This design comes from an exercise in tuning for small area on the open sky130 flow, not from production work. In this exercise RTL edits were held to simulation tests only and were not proved equivalent to the original. No activity file was given, so power comes from the tool's default toggle rates.

==> flow/design.v (excerpt) <==
module DE1_SoC (CLOCK_50, GPIO_1, HEX0, KEY, SW);
	input logic				CLOCK_50;  
	output logic [6:0] HEX0;
	input logic [3:0] KEY;
	input logic [9:0] SW;
	output logic	[35:0] GPIO_1;
	logic clk;
	assign clk = CLOCK_50;
	logic reset, pause;
	assign reset = SW[9];
	assign pause = SW[0];
	logic k1, k2, k3, k4;
	always_comb begin
		if (!SW[1]) begin
			k1 = KEY[1];
			k2 = KEY[3];
			k3 = KEY[2];
			k4 = KEY[0];
		end else begin
			k1 = KEY[3];
			k2 = KEY[2];
			k3 = KEY[1];
			k4 = KEY[0];
		end
	end
	logic L, R, up, down;
	button butLeft(.clk, .reset, .inputButton(k1), .out(L));
	button butUp(.clk, .reset, .inputButton(k2), .out(up));
	button butDown(.clk, .reset, .inputButton(k3), .out(down));
	button butRight(.clk, .reset, .inputButton(k4), .out(R));
	logic resetGame;
	logic [3:0] fr, fc;
	frog f(.clk, .reset, .resetField(resetGame), .left(L), .right(R), .up, .down, .fr, .fc);
	counters score(.clk, .reset, .increase(up & (fr == 4'd15)), .HEX0);
	logic [3:0] row;
	LEDDriver scan(.CLK(clk), .RST(reset | resetGame), .RowSelect(row));
	logic [15:0] redRow;
	logic hit;
	cars car(.clk, .reset, .resetField(resetGame), .pause, .level(SW[6:3]),
	         .row, .redRow, .fr, .fc, .hit);
	collision c(.clk, .hit, .resetgame(resetGame));
	assign GPIO_1[35:32] = row;
	genvar k;
	generate
		for (k = 0; k < 16; k++) begin : px
			assign GPIO_1[31-k] = (row == fr) && (fc == k);
			assign GPIO_1[15-k] = redRow[k];
		end
	endgenerate
endmodule
Size in the first run: ~590 cells after synthesis, roughly 57 flip-flops, about 0.0039 mm2 of cells after synthesis.
Settings: LEC_CHECK=0, ABC_AREA=1, CAP_MARGIN=20, CORE_MARGIN=2, CORE_UTILIZATION=75, GPL_TIMING_DRIVEN=0, SLEW_MARGIN=20; clock period 10.0 ns.
standard.sh (not shown) runs the stock make flow with config.mk's settings and CLKGATE_MAP_FILE= SYNTH_SCRIPT=/design/flow/synth_recipe.tcl, a recipe that flattens the netlist after the stock synthesis.
==> flow/flow/run.sh <==
#!/bin/bash
# Own flow: the standard layout (standard.sh) with these changes.
#  - Synthesis is synth_recipe.tcl, but Yosys's abc runs a stronger area script
#    (deepsyn from twelve seeds, four at a time, amap, the smallest kept;
#    flow/abc_override.tcl),
#    and adders are left to
#    abc instead of being mapped to half/full adder cells first
#    (ADDER_MAP_FILE empty). Flip-flops are mapped before abc runs, so the
#    registers, their names and their cells are those of the standard synthesis.
#  - Every port still gets a buffer, of the smallest buffer cell.
#  - The clock tree uses small clock buffers (clkbuf_4) and no dummy loads.
# Each tool's full output is in the ORFS logs under orfs/logs; make's output
# is in own_flow.log.
set -euo pipefail
cd "$(dirname "$0")/.."
W=$(pwd)
mkdir -p $W/own_abc
export OWN_ABC_DIR=$W/own_abc
export OWN_ABC_SEEDS="1 11 22 33 44 55 66 77 88 99 5 15"
export OWN_ABC_SECONDS=360
export OWN_ABC_JOBS=${NUM_CORES:-4}
{ echo "source $W/flow/abc_override.tcl"; cat synth_recipe.tcl; } > own_synth.tcl
sed "s#$W/synth_recipe.tcl#$W/own_synth.tcl#" standard.sh > own_standard.sh
grep -q own_synth.tcl own_standard.sh
CTS="-sink_clustering_enable -repair_clock_nets -dont_use_dummy_load -sink_clustering_size 6 -buf_list sky130_fd_sc_hd__clkbuf_4"
bash own_standard.sh "ADDER_MAP_FILE=" "BUFFER_PORTS_ARGS=-buffer_cell sky130_fd_sc_hd__buf_1" "CTS_ARGS=$CTS" finish > own_flow.log 2>&1
==> flow/flow/abc_override.tcl <==
# Run Yosys's abc with this flow's own area script in place of the one ORFS
# picks: deepsyn from several seeds (one Yosys process per seed, a few at
# a time), each mapped with amap; the smallest mapped netlist is kept.
# Only the combinational logic changes: the flip-flops are already mapped,
# so registers, their names and their cells stay as they are.
proc abc {args} {
  set i [lsearch -exact $args -script]
  if {$i >= 0} { set args [lreplace $args $i [expr {$i + 1}]] }
  set j [lsearch -exact $args -D]
  if {$j >= 0} { set args [lreplace $args $j [expr {$j + 1}]] }
  set libs {}
  foreach {k v} $args { if {$k eq "-liberty"} { lappend libs -liberty $v } }
  set dir $::env(OWN_ABC_DIR)
  set yosys_exe yosys
  if {[info exists ::env(YOSYS_EXE)] && $::env(YOSYS_EXE) ne ""} { set yosys_exe $::env(YOSYS_EXE) }
  yosys write_rtlil $dir/preabc.il
  set cmds {}
  foreach seed $::env(OWN_ABC_SEEDS) {
    set f [open $dir/abc_seed$seed.script w]
    puts $f "strash\n&get -n\n&deepsyn -T $::env(OWN_ABC_SECONDS) -S $seed\n&put\ndch -f\namap -F 4 -A 8"
    close $f
    set f [open $dir/seed$seed.ys w]
    puts $f "read_rtlil $dir/preabc.il"
    puts $f "abc -script $dir/abc_seed$seed.script $args"
    puts $f "write_rtlil $dir/seed$seed.il"
    puts $f "tee -o $dir/seed$seed.stat stat $libs"
    close $f
    append cmds "$yosys_exe -s $dir/seed$seed.ys > $dir/seed$seed.log 2>&1\n"
  }
  set f [open $dir/jobs.txt w]
  puts -nonewline $f $cmds
  close $f
  # as many at a time as the flow has cores
  exec sh -c "xargs -P $::env(OWN_ABC_JOBS) -I CMD sh -c CMD < $dir/jobs.txt; true"
  set best -1
  set bestseed {}
  foreach seed $::env(OWN_ABC_SEEDS) {
    if {[catch {
      set f [open $dir/seed$seed.stat r]
      set txt [read $f]
      close $f
    }]} { continue }
    if {![regexp {Chip area for module[^:]*:\s*([0-9.]+)} $txt -> area]} { continue }
    puts "own abc: seed $seed area $area"
    if {$best < 0 || $area < $best} {
      set best $area
      set bestseed $seed
    }
  }
  if {$bestseed eq {}} { error "own abc: no seed finished" }
  yosys design -reset
  yosys read_rtlil $dir/seed$bestseed.il
  puts "own abc: kept seed $bestseed, area $best"
}
Edit:
--- a/flow/flow/run.sh
+++ b/flow/flow/run.sh
@@ -2,5 +2,5 @@
 # Own flow: the standard layout (standard.sh) with these changes.
 #  - Synthesis is synth_recipe.tcl, but Yosys's abc runs a stronger area script
-#    (deepsyn from twelve seeds, four at a time, amap, the smallest kept;
+#    (deepsyn from eight seeds, four at a time, amap, the smallest kept;
 #    flow/abc_override.tcl),
 #    and adders are left to
@@ -17,6 +17,6 @@
 mkdir -p $W/own_abc
 export OWN_ABC_DIR=$W/own_abc
-export OWN_ABC_SEEDS="1 11 22 33 44 55 66 77 88 99 5 15"
-export OWN_ABC_SECONDS=360
+export OWN_ABC_SEEDS="1 11 22 33 44 55 66 77"
+export OWN_ABC_SECONDS=300
 export OWN_ABC_JOBS=${NUM_CORES:-4}
 { echo "source $W/flow/abc_override.tcl"; cat synth_recipe.tcl; } > own_synth.tcl
The new run finished clean.
Hold slack stays the same.
Critical path depth stays the same.
Clock skew stays the same.
Cell area is unchanged.
Sequential share of layout area stays the same.
Total power is unchanged.

afterwards: timing with drivers on the ports:
The results above use ideal ports. As a check the final layouts listed here were re-extracted and re-timed, cells and wires unchanged. Step 1: set_driving_cell puts a clkbuf_16 on CLOCK_50 and a buf_2 on each other input, an assumption about the parent block. Step 2, shift: input delay + t, output delay - t, t = (earliest + latest rising clock arrival at the registers) / 2. This alone moves slack from input paths to output paths. a / b / c = no drivers / after step 1 / after step 2; a / b = the first two.
| run | t (ns) | slack for setup (ns) | worst slew at a driven data input, ns |
|---|---|---|---|
| the first run | 0.408 | 2.699 / 2.674 / 3.082 | 0.04 |
| the second run | 0.408 | 2.699 / 2.674 / 3.082 | 0.04 |
After both steps setup and hold are still met in every run listed.
